This design comes from an exercise in tuning for small area on the open sky130 flow, not from production work.
Where RTL was checked, it was by simulation tests only, not by an equivalence proof against the original.
No driver is modelled on the clock port, so clocking that relies on it looks cheaper here than on a real chip.
Power is estimated from default activity; no workload was simulated.

## top
module top(
    input  clk     ,
    input  rst     ,
    input  btnU    ,
    input  btnD    ,
    input  btnL    ,
    input  btnR    ,
    output       Hsync   ,
    output       Vsync   ,
    output [3:0] vgaRed  ,
    output [3:0] vgaGreen,
    output [3:0] vgaBlue
);
Size: about 140 flip-flops, ~11000 um2 of cells after synthesis.
Settings: LEC_CHECK=0, CAP_MARGIN=20, CORE_MARGIN=2, CORE_UTILIZATION=40, CTS_BUF_LIST=sky130_fd_sc_hd__clkbuf_8, SLEW_MARGIN=20, SYNTH_HIERARCHICAL=1; clock period 11.0 ns.
standard.sh (not shown) runs the stock make flow with config.mk's settings and CLKGATE_MAP_FILE= SYNTH_SCRIPT=/design/flow/synth_recipe.tcl, a recipe that flattens the netlist after the stock synthesis.
==> flow/flow/run.sh <==
#!/bin/bash
# The standard layout (the standard.sh: ORFS synthesis to finish) with
# two layout choices passed to ORFS's own variables:
# - clock tree: clkbuf_8 buffers and no dummy loads at the leaves
# - port buffers: buf_1
# Everything else (synthesis, floorplan, power grid, taps, placement,
# routing) is standard.sh unchanged.
set -e
export CTS_ARGS="-sink_clustering_enable -repair_clock_nets -buf_list sky130_fd_sc_hd__clkbuf_8 -dont_use_dummy_load"
export BUFFER_PORTS_ARGS="-buffer_cell sky130_fd_sc_hd__buf_1"
bash standard.sh > standard.log 2>&1
Edit:
--- a/flow/flow/run.sh
+++ b/flow/flow/run.sh
@@ -9 +9 @@
-export CTS_ARGS="-sink_clustering_enable -repair_clock_nets -buf_list sky130_fd_sc_hd__clkbuf_8 -dont_use_dummy_load"
+export CTS_ARGS="-sink_clustering_enable -repair_clock_nets -buf_list \"sky130_fd_sc_hd__clkbuf_4 sky130_fd_sc_hd__clkbuf_8\" -sink_clustering_size 30 -sink_clustering_max_diameter 100 -dont_use_dummy_load"
Result: The changed run finished clean; synthesized cell count is unchanged; core utilization stays the same; fmax does not change; setup slack does not change; clock skew does not change; via count is unchanged; die area is unchanged; wire length is unchanged; final area does not change; power does not change.
No functional check of the RTL was part of any run of this note.

* * *

Another version of the RTL of top (not shown whole).
Size: roughly 880 cells after synthesis, about 20 I/O pins, ~10000 µm² of cells after synthesis.
// top
module top(
    input  clk     ,
    input  rst     ,
    input  btnU    ,
    input  btnD    ,
    input  btnL    ,
    input  btnR    ,
    output       Hsync   ,
    output       Vsync   ,
    output [3:0] vgaRed  ,
    output [3:0] vgaGreen,
    output [3:0] vgaBlue
);
    wire [11:0] h_count;
    wire [10:0] v_count;
    wire video_on;
    wire [8:0] pos_l, pos_r;
    wire [10:0] nhp;
    wire [9:0]  nvp;
    wire circ;
    reg  white;    
    vga_controller vga_ctrl (
        .clk(clk), .rst(rst), .video_on(video_on), .hsync(Hsync), .vsync(Vsync),
        .h_count(h_count), .v_count(v_count));
    reg rst_seen;
    always @(posedge clk or posedge rst) begin
        if (rst) rst_seen <= 1'b1;
        else     rst_seen <= 1'b0;
    end
    rectangle rectangle_left_i  (.clk(clk), .rst(rst), .rst_seen(rst_seen), .btnU(btnU), .btnD(btnR), .pos(pos_l));
    rectangle rectangle_right_i (.clk(clk), .rst(rst), .rst_seen(rst_seen), .btnU(btnL), .btnD(btnD), .pos(pos_r));
    circle color_i (.clk(clk), .rst(rst), .rst_seen(rst_seen), .pos_l(pos_l), .pos_r(pos_r), .nhp(nhp), .nvp(nvp));
    circle_hit circle_hit_i (.h(h_count), .v(v_count), .nhp(nhp), .nvp(nvp), .hit(circ));
    wire [11:0] h = h_count;
    wire [10:0] v = v_count;
    wire in_l = (h >= 12'd100) && (h <= 12'd200);
    wire in_r = (h >= 12'd1700) && (h <= 12'd1800);
    wire [8:0] npr = ~(h[10] ? pos_r : pos_l);
    wire [9:0] dq, dc;
    assign dq[0] = ~(v[1] ^ npr[0]);
    assign dc[0] = v[1] | npr[0];
    genvar i;
    for (i = 1; i < 9; i++) begin : dsub
        fa u (.a(v[i+1]), .b(npr[i]), .c(dc[i-1]), .s(dq[i]), .co(dc[i]));
    end
    assign dq[9] = ~(v[10] ^ dc[8]);
    assign dc[9] = v[10] | dc[8];
    wire rows = dc[9] & ((dq < 10'd125) | ((dq == 10'd125) & ~v[0]));
    wire rect = (in_l | in_r) & rows;
    always @(posedge clk or posedge rst) begin
        if (rst) white <= 1'b0;
        else     white <= ~rst_seen & video_on & (rect | circ);
    end
    assign vgaRed   = {4{video_on}};
    assign vgaGreen = {4{video_on & white}};
    assign vgaBlue  = {4{video_on & white}};
endmodule
clock: 11.0 ns
lec_check: 0
cap_margin: 20
core_margin: 2
core_utilization: 65
place_density: 0.75
slew_margin: 20
synth_hierarchical: 1
==> flow/flow/run.sh <==
#!/bin/bash
# The standard layout (the standard.sh: ORFS's make targets) with these
# layout choices:
# - after synthesis, combinational cells that ABC sized above drive 1 are
#   set back to drive 1 (flow/downsize.tcl); the flow's repair steps size
#   up again wherever slew, capacitance or timing need it
# - clock tree: ORFS's CTS step, run through flow/cts.py to allow up to 30
#   sinks per H-tree leaf (8 leaves instead of 16), with clkbuf_16 buffers
#   and no dummy loads; flow/post_cts.tcl then sets each leaf buffer to
#   clkbuf_8 where the estimated clock slew at its flip-flops stays low
# - port buffers: buf_1
# Synthesis, floorplan, power grid, taps, placement and routing are
# standard.sh unchanged. Each tool's output goes to a log file here.
set -e
export CTS_ARGS="-sink_clustering_enable -repair_clock_nets -root_buf sky130_fd_sc_hd__clkbuf_16 -buf_list sky130_fd_sc_hd__clkbuf_16 -dont_use_dummy_load"
export CTS_MAX_LEAF_SINKS=30
export POST_CTS_TCL=$PWD/flow/post_cts.tcl
export BUFFER_PORTS_ARGS="-buffer_cell sky130_fd_sc_hd__buf_1"
bash standard.sh synth > synth.log 2>&1
DS_ODB=orfs/results/$FLOW_PLATFORM/top/base/1_synth.odb \
  openroad -no_init -exit flow/downsize.tcl > downsize.log 2>&1
bash standard.sh place > place.log 2>&1
bash standard.sh run RUN_SCRIPT=$PWD/flow/cts.py RUN_LOG_NAME_STEM=4_1_cts > cts.log 2>&1
bash standard.sh > standard.log 2>&1
==> flow/flow/cts.py <==
# Runs ORFS's own CTS step (scripts/cts.tcl, with CTS_ARGS and POST_CTS_TCL
# from run.sh) after raising TritonCTS's limit on sinks per H-tree leaf from
# its default of 15, which has no Tcl option: with about 140 flip-flops the
# H-tree then stops one level earlier (8 leaf buffers instead of 16).
import os
from openroad import Design, Tech

tech = Tech()
design = Design(tech)
parms = design.getTritonCts().getParms()
parms.setNumMaxLeafSinks(int(os.environ.get("CTS_MAX_LEAF_SINKS", "30")))
print("CTS max leaf sinks:", parms.getNumMaxLeafSinks())
design.evalTclString("source $::env(SCRIPTS_DIR)/cts.tcl")
==> flow/flow/post_cts.tcl <==
estimate_parasitics -placement
set small_cell [get_lib_cells sky130_fd_sc_hd__clkbuf_8]
set big_cell [get_lib_cells sky130_fd_sc_hd__clkbuf_16]
proc worst_load_slew {inst} {
  set worst 0.0
  foreach opin [get_pins -of_objects $inst -filter "direction==output"] {
    foreach p [get_pins -of_objects [get_nets -of_objects $opin] -filter "direction==input"] {
      set s [get_property $p slew_max]
      if {$s > $worst} { set worst $s }
    }
  }
  return $worst
}
foreach inst [get_cells *] {
  if {[get_property $inst ref_name] ne "sky130_fd_sc_hd__clkbuf_16"} { continue }
  set ipin [get_pins -of_objects $inst -filter "direction==input"]
  if {[get_full_name [get_nets -of_objects $ipin]] eq "clk"} { continue }
  replace_cell $inst $small_cell
  estimate_parasitics -placement
  set s [worst_load_slew $inst]
  if {$s > 0.120} {
    replace_cell $inst $big_cell
    estimate_parasitics -placement
    puts "post_cts: [get_full_name $inst] stays clkbuf_16 (clkbuf_8 slew $s)"
  } else {
    puts "post_cts: [get_full_name $inst] -> clkbuf_8 (slew $s)"
  }
}
detailed_placement
check_placement -verbose
Other scripts of this flow, unchanged in this note and not shown: flow/flow/downsize.tcl
The starting point completed with no timing, DRC or antenna violations.
Then changed:
--- a/flow/flow/post_cts.tcl
+++ b/flow/flow/post_cts.tcl
@@ -19,5 +19,5 @@
   estimate_parasitics -placement
   set s [worst_load_slew $inst]
-  if {$s > 0.120} {
+  if {$s > 0.100} {
     replace_cell $inst $big_cell
     estimate_parasitics -placement
The changed run passed the timing, DRC and antenna checks.
Die area stays the same.
Maximum frequency barely changes.
Routed wire length barely changes.
Then changed:
==> flow/flow/run.sh (replaced) <==
#!/bin/bash
# The standard layout (the standard.sh: ORFS synthesis to finish) with
# these layout choices:
# - after synthesis, combinational cells that ABC sized above drive 1 are
#   set back to drive 1 (flow/downsize.tcl); the flow's repair steps size
#   up again wherever slew, capacitance or timing need it
# - clock tree: ORFS's CTS step run through flow/cts.py, with clkbuf_8
#   buffers, no dummy loads at the leaves and up to 30 sinks per H-tree leaf
# - port buffers: buf_1
# Synthesis, floorplan, power grid, taps, placement and routing are
# standard.sh unchanged. Each tool's output goes to a log file here.
set -e
export CTS_ARGS="-sink_clustering_enable -repair_clock_nets -root_buf sky130_fd_sc_hd__clkbuf_16 -tree_buf sky130_fd_sc_hd__clkbuf_8 -buf_list sky130_fd_sc_hd__clkbuf_8 -dont_use_dummy_load"
export BUFFER_PORTS_ARGS="-buffer_cell sky130_fd_sc_hd__buf_1"
export CTS_MAX_LEAF_SINKS=30
export POST_CTS_TCL=$PWD/flow/post_cts.tcl
bash standard.sh synth > synth.log 2>&1
DS_ODB=orfs/results/$FLOW_PLATFORM/top/base/1_synth.odb \
  openroad -no_init -exit flow/downsize.tcl > downsize.log 2>&1
bash standard.sh place > place.log 2>&1
bash standard.sh run RUN_SCRIPT=$PWD/flow/cts.py RUN_LOG_NAME_STEM=4_1_cts > cts.log 2>&1
bash standard.sh > standard.log 2>&1
==> flow/flow/cts.py (replaced) <==
# Runs ORFS's own CTS step (scripts/cts.tcl, with CTS_ARGS from run.sh)
# after raising TritonCTS's limit on sinks per H-tree leaf from its default
# of 15, which has no Tcl option: with about 140 flip-flops the H-tree then
# stops one level earlier (8 leaf buffers instead of 16).
import os
from openroad import Design, Tech

tech = Tech()
design = Design(tech)
parms = design.getTritonCts().getParms()
parms.setNumMaxLeafSinks(int(os.environ.get("CTS_MAX_LEAF_SINKS", "30")))
print("CTS max leaf sinks:", parms.getNumMaxLeafSinks())
design.evalTclString("source $::env(SCRIPTS_DIR)/cts.tcl")
--- a/flow/flow/post_cts.tcl
+++ b/flow/flow/post_cts.tcl
@@ -12,8 +12,9 @@
   return $worst
 }
+set clk_port_net [get_nets -of_objects [get_ports clk]]
 foreach inst [get_cells *] {
   if {[get_property $inst ref_name] ne "sky130_fd_sc_hd__clkbuf_16"} { continue }
   set ipin [get_pins -of_objects $inst -filter "direction==input"]
-  if {[get_full_name [get_nets -of_objects $ipin]] eq "clk"} { continue }
+  if {[get_full_name [get_nets -of_objects $ipin]] eq [get_full_name $clk_port_net]} { continue }
   replace_cell $inst $small_cell
   estimate_parasitics -placement
CORE_UTILIZATION = 75   (was 65)
PLACE_DENSITY = 0.85   (was 0.75)
=> The changed run died in clock tree synthesis (4_1_cts); synthesized area is unchanged; synthesized cell count is unchanged.
Then changed:
--- a/flow/flow/run.sh
+++ b/flow/flow/run.sh
@@ -14,5 +14,4 @@
 export BUFFER_PORTS_ARGS="-buffer_cell sky130_fd_sc_hd__buf_1"
 export CTS_MAX_LEAF_SINKS=30
-export POST_CTS_TCL=$PWD/flow/post_cts.tcl
 bash standard.sh synth > synth.log 2>&1
 DS_ODB=orfs/results/$FLOW_PLATFORM/top/base/1_synth.odb \
removed: flow/flow/post_cts.tcl
The changed run finished clean.
Area after synthesis is unchanged.
Synthesized cell count is unchanged.
Then changed:
--- a/flow/flow/run.sh
+++ b/flow/flow/run.sh
@@ -11,5 +11,5 @@
 # standard.sh unchanged. Each tool's output goes to a log file here.
 set -e
-export CTS_ARGS="-sink_clustering_enable -repair_clock_nets -root_buf sky130_fd_sc_hd__clkbuf_16 -tree_buf sky130_fd_sc_hd__clkbuf_8 -buf_list sky130_fd_sc_hd__clkbuf_8 -dont_use_dummy_load"
+export CTS_ARGS="-sink_clustering_enable -repair_clock_nets -buf_list sky130_fd_sc_hd__clkbuf_8 -dont_use_dummy_load"
 export BUFFER_PORTS_ARGS="-buffer_cell sky130_fd_sc_hd__buf_1"
 export CTS_MAX_LEAF_SINKS=30
Effect:
- worst setup slack gets worse by 0.0075 ns
- flip-flop and latch count is unchanged
- final area decreases by 0.96%
- worst hold slack improves by 0.0088 ns
- global-route usage drops by 0.23 points
- register-to-register slack stays flat
- core utilization shrinks by 0.77 points
- non-clock buffer count stays the same
Then changed:
--- a/flow/flow/run.sh
+++ b/flow/flow/run.sh
@@ -11,7 +11,8 @@
 # standard.sh unchanged. Each tool's output goes to a log file here.
 set -e
-export CTS_ARGS="-sink_clustering_enable -repair_clock_nets -buf_list sky130_fd_sc_hd__clkbuf_8 -dont_use_dummy_load"
+export CTS_ARGS="-sink_clustering_enable -repair_clock_nets -root_buf sky130_fd_sc_hd__clkbuf_16 -tree_buf sky130_fd_sc_hd__clkbuf_8 -buf_list sky130_fd_sc_hd__clkbuf_8 -dont_use_dummy_load"
 export BUFFER_PORTS_ARGS="-buffer_cell sky130_fd_sc_hd__buf_1"
 export CTS_MAX_LEAF_SINKS=30
+export POST_CTS_TCL=$PWD/flow/post_cts.tcl
 bash standard.sh synth > synth.log 2>&1
 DS_ODB=orfs/results/$FLOW_PLATFORM/top/base/1_synth.odb \
==> flow/flow/post_cts.tcl (new file) <==
estimate_parasitics -placement
set small_cell [get_lib_cells sky130_fd_sc_hd__clkbuf_8]
set big_cell [get_lib_cells sky130_fd_sc_hd__clkbuf_16]
proc worst_load_slew {inst} {
  set worst 0.0
  foreach opin [get_pins -of_objects $inst -filter "direction==output"] {
    foreach p [get_pins -of_objects [get_nets -of_objects $opin] -filter "direction==input"] {
      set s [get_property $p slew_max]
      if {$s > $worst} { set worst $s }
    }
  }
  return $worst
}
set clk_port_net [get_nets -of_objects [get_ports clk]]
foreach inst [get_cells *] {
  if {[get_property $inst ref_name] ne "sky130_fd_sc_hd__clkbuf_16"} { continue }
  set ipin [get_pins -of_objects $inst -filter "direction==input"]
  if {[get_full_name [get_nets -of_objects $ipin]] eq [get_full_name $clk_port_net]} { continue }
  replace_cell $inst $small_cell
  estimate_parasitics -placement
  set s [worst_load_slew $inst]
  if {$s > 0.100} {
    replace_cell $inst $big_cell
    estimate_parasitics -placement
    puts "post_cts: [get_full_name $inst] stays clkbuf_16 (clkbuf_8 slew $s)"
  } else {
    puts "post_cts: [get_full_name $inst] -> clkbuf_8 (slew $s)"
  }
}
detailed_placement
check_placement -verbose
CORE_UTILIZATION = 65   (was 75)
PLACE_DENSITY = 0.75   (was 0.85)
Result: The new run ended with an error in clock tree synthesis (4_1_cts), error STA-0100; synthesized area stays the same; synthesized cell count stays the same.

## static timing again, ports no longer ideal
The flow's constraints put no driver on any port. The routed layouts listed below were extracted and timed again, unchanged, in two steps. Step 1, drivers: a clkbuf_16 drives clk and a buf_2 each remaining input, both assumed. Step 2 adds t to the input delays and takes it off the output delays; t is the mean of the earliest and latest rising clock arrival at the registers after step 1. Input paths then give back, and output paths get back, about the clock's delay inside the block. a / b / c = ideal / step 1 / step 2; a / b = the first two.
run | t, ns | slack for setup (ns) | worst hold slack (ns) | clock arrival spread, ns
the first run of note 1 | 0.471 | 1.819 / 1.819 / 1.819 | 0.347 / 0.347 / 0.347 | 0.041 / 0.041
the second run of note 1 | 0.471 | 1.819 / 1.819 / 1.819 | 0.347 / 0.347 / 0.347 | 0.041 / 0.041
the first run of note 2 | 0.383 | 1.743 / 1.743 / 1.743 | 0.368 / 0.368 / 0.368 | 0.014 / 0.014
the second run of note 2 | 0.386 | 1.739 / 1.739 / 1.739 | 0.368 / 0.368 / 0.368 | 0.015 / 0.015
the fourth run of note 2 | 0.398 | 1.954 / 1.954 / 1.954 | 0.360 / 0.360 / 0.360 | 0.022 / 0.022
the fifth run of note 2 | 0.430 | 1.946 / 1.946 / 1.946 | 0.369 / 0.369 / 0.369 | 0.028 / 0.027
After both steps setup and hold are still met in every run listed.
